Background: an optimization exercise with open tools, aiming at small area and a short achievable clock period. Do not read the settings as production practice. Power figures rest on the tool's default switching activity, not on a simulated workload.

==> inputs of 03-24 <==
==> flow/design.v (excerpt) <==
module ALU_TOP #(parameter Width = 16)
(
  input  [Width-1:0] A,
  input  [Width-1:0] B,
  input  [3:0]       ALU_FUN,
  input              CLK,
  input              RST,
  output [Width-1:0] Arith_OUT,
  output             Arith_Flag,
  output             Carry_OUT,
  output [Width-1:0] Logic_Out,
  output             Logic_Flag,
  output [Width-1:0] CMP_OUT,
  output             CMP_Flag,
  output             Shift_Flag,
  output [Width-1:0] Shift_OUT
);
  wire mul1 = (ALU_FUN == 4'b0010);
  wire div1 = (ALU_FUN == 4'b0011);
  wire s1 = ~ALU_FUN[2] & (ALU_FUN[0] | ALU_FUN[3]);
  wire [15:0] bx1 = B ^ {16{s1}};
  wire [16:0] bz1;
  assign bz1[0] = 1'b1;
  assign bz1[1] = bz1[0] & ~B[15];
  assign bz1[2] = bz1[1] & ~B[14];
  assign bz1[3] = bz1[2] & ~B[13];
  assign bz1[4] = bz1[3] & ~B[12];
  assign bz1[5] = bz1[4] & ~B[11];
  assign bz1[6] = bz1[5] & ~B[10];
  assign bz1[7] = bz1[6] & ~B[9];
  assign bz1[8] = bz1[7] & ~B[8];
  assign bz1[9] = bz1[8] & ~B[7];
  assign bz1[10] = bz1[9] & ~B[6];
  assign bz1[11] = bz1[10] & ~B[5];
  assign bz1[12] = bz1[11] & ~B[4];
  assign bz1[13] = bz1[12] & ~B[3];
  assign bz1[14] = bz1[13] & ~B[2];
  assign bz1[15] = bz1[14] & ~B[1];
  assign bz1[16] = bz1[15] & ~B[0];
  wire r15_a = A[15] & ~mul1;
  wire [0:0] r15_t = r15_a;
  wire [0:0] r15_p = r15_t ^ bx1[0:0];
  wire [0:0] r15_g = r15_t & bx1[0:0];
  wire r15_G1 = r15_g[0] | (r15_p[0] & s1);
  wire [0:0] r15_s;
  assign r15_s[0] = r15_p[0] ^ s1;
  wire r15_c = r15_G1;
  wire r15_sel = (mul1 & A[15]) | (div1 & bz1[15] & r15_c);
  wire [0:0] r15_r = r15_sel ? r15_s : r15_t;
  wire r14_a = A[14] & ~mul1;
  wire [1:0] r14_t = {r15_r[0:0], r14_a};
  wire [1:0] r14_p = r14_t ^ bx1[1:0];
  wire [1:0] r14_g = r14_t & bx1[1:0];
  wire r14_G1 = r14_g[0] | (r14_p[0] & s1);
  wire r14_G2 = r14_g[1] | (r14_p[1] & r14_G1);
  wire [1:0] r14_s;
  assign r14_s[0] = r14_p[0] ^ s1;
  assign r14_s[1] = r14_p[1] ^ r14_G1;
  wire r14_c = r14_G2;
  wire r14_sel = (mul1 & A[14]) | (div1 & bz1[14] & r14_c);
  wire [1:0] r14_r = r14_sel ? r14_s : r14_t;
  wire r13_a = A[13] & ~mul1;
  wire [2:0] r13_t = {r14_r[1:0], r13_a};
  wire [2:0] r13_p = r13_t ^ bx1[2:0];
  wire [2:0] r13_g = r13_t & bx1[2:0];
  wire r13_G1 = r13_g[0] | (r13_p[0] & s1);
  wire r13_G2 = r13_g[2] | (r13_p[2] & r13_g[1]);
  ...
export LEC_CHECK = 0
export ABC_AREA = 1
export CAP_MARGIN = 20
export CORE_MARGIN = 2
export CORE_UTILIZATION = 40
export SLEW_MARGIN = 20
create_clock -name core_clock -period 32.0 [get_ports {CLK}]
standard.sh (not shown) runs the stock make flow with config.mk's settings and CLKGATE_MAP_FILE= SYNTH_SCRIPT=/design/flow/synth_recipe.tcl, a recipe that flattens the netlist after the stock synthesis.
==> flow/flow/run.sh <==
#!/bin/bash
# The standard layout, with the smallest buffer on the ports.
export BUFFER_PORTS_ARGS="-buffer_cell sky130_fd_sc_hd__buf_1"
bash standard.sh > standard.log 2>&1
==> inputs of 01-18, as changes to 03-24 <==
--- a/flow/design.v
+++ b/flow/design.v
@@ -13,15 +13,15 @@
   output [Width-1:0] CMP_OUT,
   output             CMP_Flag,
   output             Shift_Flag,
   output [Width-1:0] Shift_OUT
 );
   wire mul1 = (ALU_FUN == 4'b0010);
   wire div1 = (ALU_FUN == 4'b0011);
-  wire s1 = ~ALU_FUN[2] & (ALU_FUN[0] | ALU_FUN[3]);
+  wire s1 = ALU_FUN[0] | (ALU_FUN[3:2] == 2'b10);
   wire [15:0] bx1 = B ^ {16{s1}};
   wire [16:0] bz1;
   assign bz1[0] = 1'b1;
   assign bz1[1] = bz1[0] & ~B[15];
   assign bz1[2] = bz1[1] & ~B[14];
   assign bz1[3] = bz1[2] & ~B[13];
   assign bz1[4] = bz1[3] & ~B[12];
@@ -311,14 +311,15 @@
     end
   end
   wire add2 = fA & (Fr == 2'b00);
   wire sub2 = fA & (Fr == 2'b01);
   wire mul2 = fA & (Fr == 2'b10);
   wire div2 = fA & (Fr == 2'b11);
   wire sr = Fr[0] | fC;
+  wire [15:0] Br = BXr ^ {16{sr}};
   wire [16:0] bz2;
   assign bz2[0] = 1'b1;
   assign bz2[1] = bz2[0] & BXr[15];
   assign bz2[2] = bz2[1] & BXr[14];
   assign bz2[3] = bz2[2] & BXr[13];
   assign bz2[4] = bz2[3] & BXr[12];
   assign bz2[5] = bz2[4] & BXr[11];
@@ -703,17 +704,23 @@
   wire r0_sel = (mul2 & Alo16[0]) | (div2 & bz2[0] & r0_c) | add2 | sub2;
   wire r0_rsel = (mul2 & Alo16[0]) | add2 | sub2;
   wire [15:0] r0_r = r0_rsel ? r0_s : r0_t;
   wire [15:0] Ar = {Rr, Alo};    
   assign Arith_OUT  = div2 ? {Qr, r5_sel, r4_sel, r3_sel, r2_sel, r1_sel, r0_sel} : (fA ? r0_r : 16'b0);
   assign Arith_Flag = fA;
   assign Carry_OUT  = add2 & r0_c;
-  wire [15:0] lg = r0_t & BXr;
-  wire [15:0] lp = r0_t ^ BXr;
-  wire [15:0] lo = {16{Fr[1]}} ^ (Fr[0] ? (lg | lp) : lg);
+  reg [15:0] lo;
+  always @(*) begin
+    case (Fr)
+      2'b00: lo = Ar & Br;
+      2'b01: lo = Ar | Br;
+      2'b10: lo = ~(Ar & Br);
+      default: lo = ~(Ar | Br);
+    endcase
+  end
   assign Logic_Out  = fL ? lo : 16'b0;
   assign Logic_Flag = fL;
   wire eq = &(r0_t ^ BXr);
   wire ge = r0_c;
   wire gt = ge & ~eq;
   wire lt = ~ge;
   wire [1:0] cmp = (Fr == 2'b01) ? {1'b0, eq} :
@@ -722,14 +729,14 @@
   assign CMP_OUT  = {14'b0, fC ? cmp : 2'b00};
   assign CMP_Flag = fC;
   reg [15:0] sh;
   always @(*) begin
     case (Fr)
       2'b00: sh = Ar >> 1;
       2'b01: sh = Ar << 1;
-      2'b10: sh = BXr >> 1;      
-      default: sh = BXr << 1;
+      2'b10: sh = Br >> 1;
+      default: sh = Br << 1;
     endcase
   end
   assign Shift_OUT  = fS ? sh : 16'b0;
   assign Shift_Flag = fS;
 endmodule
==> flow/run.sh (new file) <==
#!/bin/bash
# synth_recipe.tcl (not shown) runs the flow's synth.tcl, then flattens the netlist and writes it again
# the make line also repeats each setting of config.mk as NAME=value (left out here)
make -C /OpenROAD-flow-scripts/flow DESIGN_CONFIG=/design/flow/config.mk WORK_HOME=/design/flow/orfs CLKGATE_MAP_FILE= SYNTH_SCRIPT=/design/flow/synth_recipe.tcl finish
removed: flow/flow/run.sh
removed: flow/standard.sh
==> results by group <==
Pwr
  • Final total power: 428.0 uW
  • Sw Share: 49.58%

Critical path
  • Crit path buffers/inverters: 11

Logic synthesis
  • Yosys top cell area share: 15.22%
  • Top cells by area, synth: nand2_1, ha_1, dfxtp_1, fa_1, nand3_1

Drt
  • Routed WL: 32,550 um
  • Starting DRT DRC Count: 712

Outcome
  • Status: no timing/DRC/antenna violations

Global routing
  • Met3 usage: 1.896%
# the run above: 01-18

==> results by group <==
Outcome
  • Status: no timing/DRC/antenna violations

Logic synthesis
  • Top cells by area, synth: ha_1, nand2_1, dfxtp_1, fa_1, inv_1
  • Yosys top cell area share: 16.97%

Pwr
  • Final total power: 450.9 uW

Drt
  • Starting DRT DRC Count: 760
# the run above: 03-24

No run of this note included a check of the RTL's function; only the layout flow was run.

## re-timing with driven ports
In the flow no input, the clock included, has a driving cell. The finished layouts below were timed again as built, in two steps.
Step 1, drivers: a clkbuf_16 drives CLK and a buf_2 each remaining input, both assumed.
Step 2 adds t to the input delays and takes it off the output delays; t is the mean of the earliest and latest rising clock arrival at the registers after step 1. Input paths then give back, and output paths get back, about the clock's delay inside the block.
Three values: ideal ports, drivers, drivers and shift; two values: the first two.
| run | t, ns | setup WS [ns] | slew at the worst register clock pin (ns) | worst data-port slew with drivers (ns) |
|---|---|---|---|---|
| 03-24 | 0.332 | 9.323 / 9.283 / 9.614 | 0.08 / 0.08 | 0.04 |
| 01-18 | 0.328 | 7.791 / 7.755 / 8.083 | 0.07 / 0.07 | 0.04 |
After both steps every run listed still meets setup and hold.
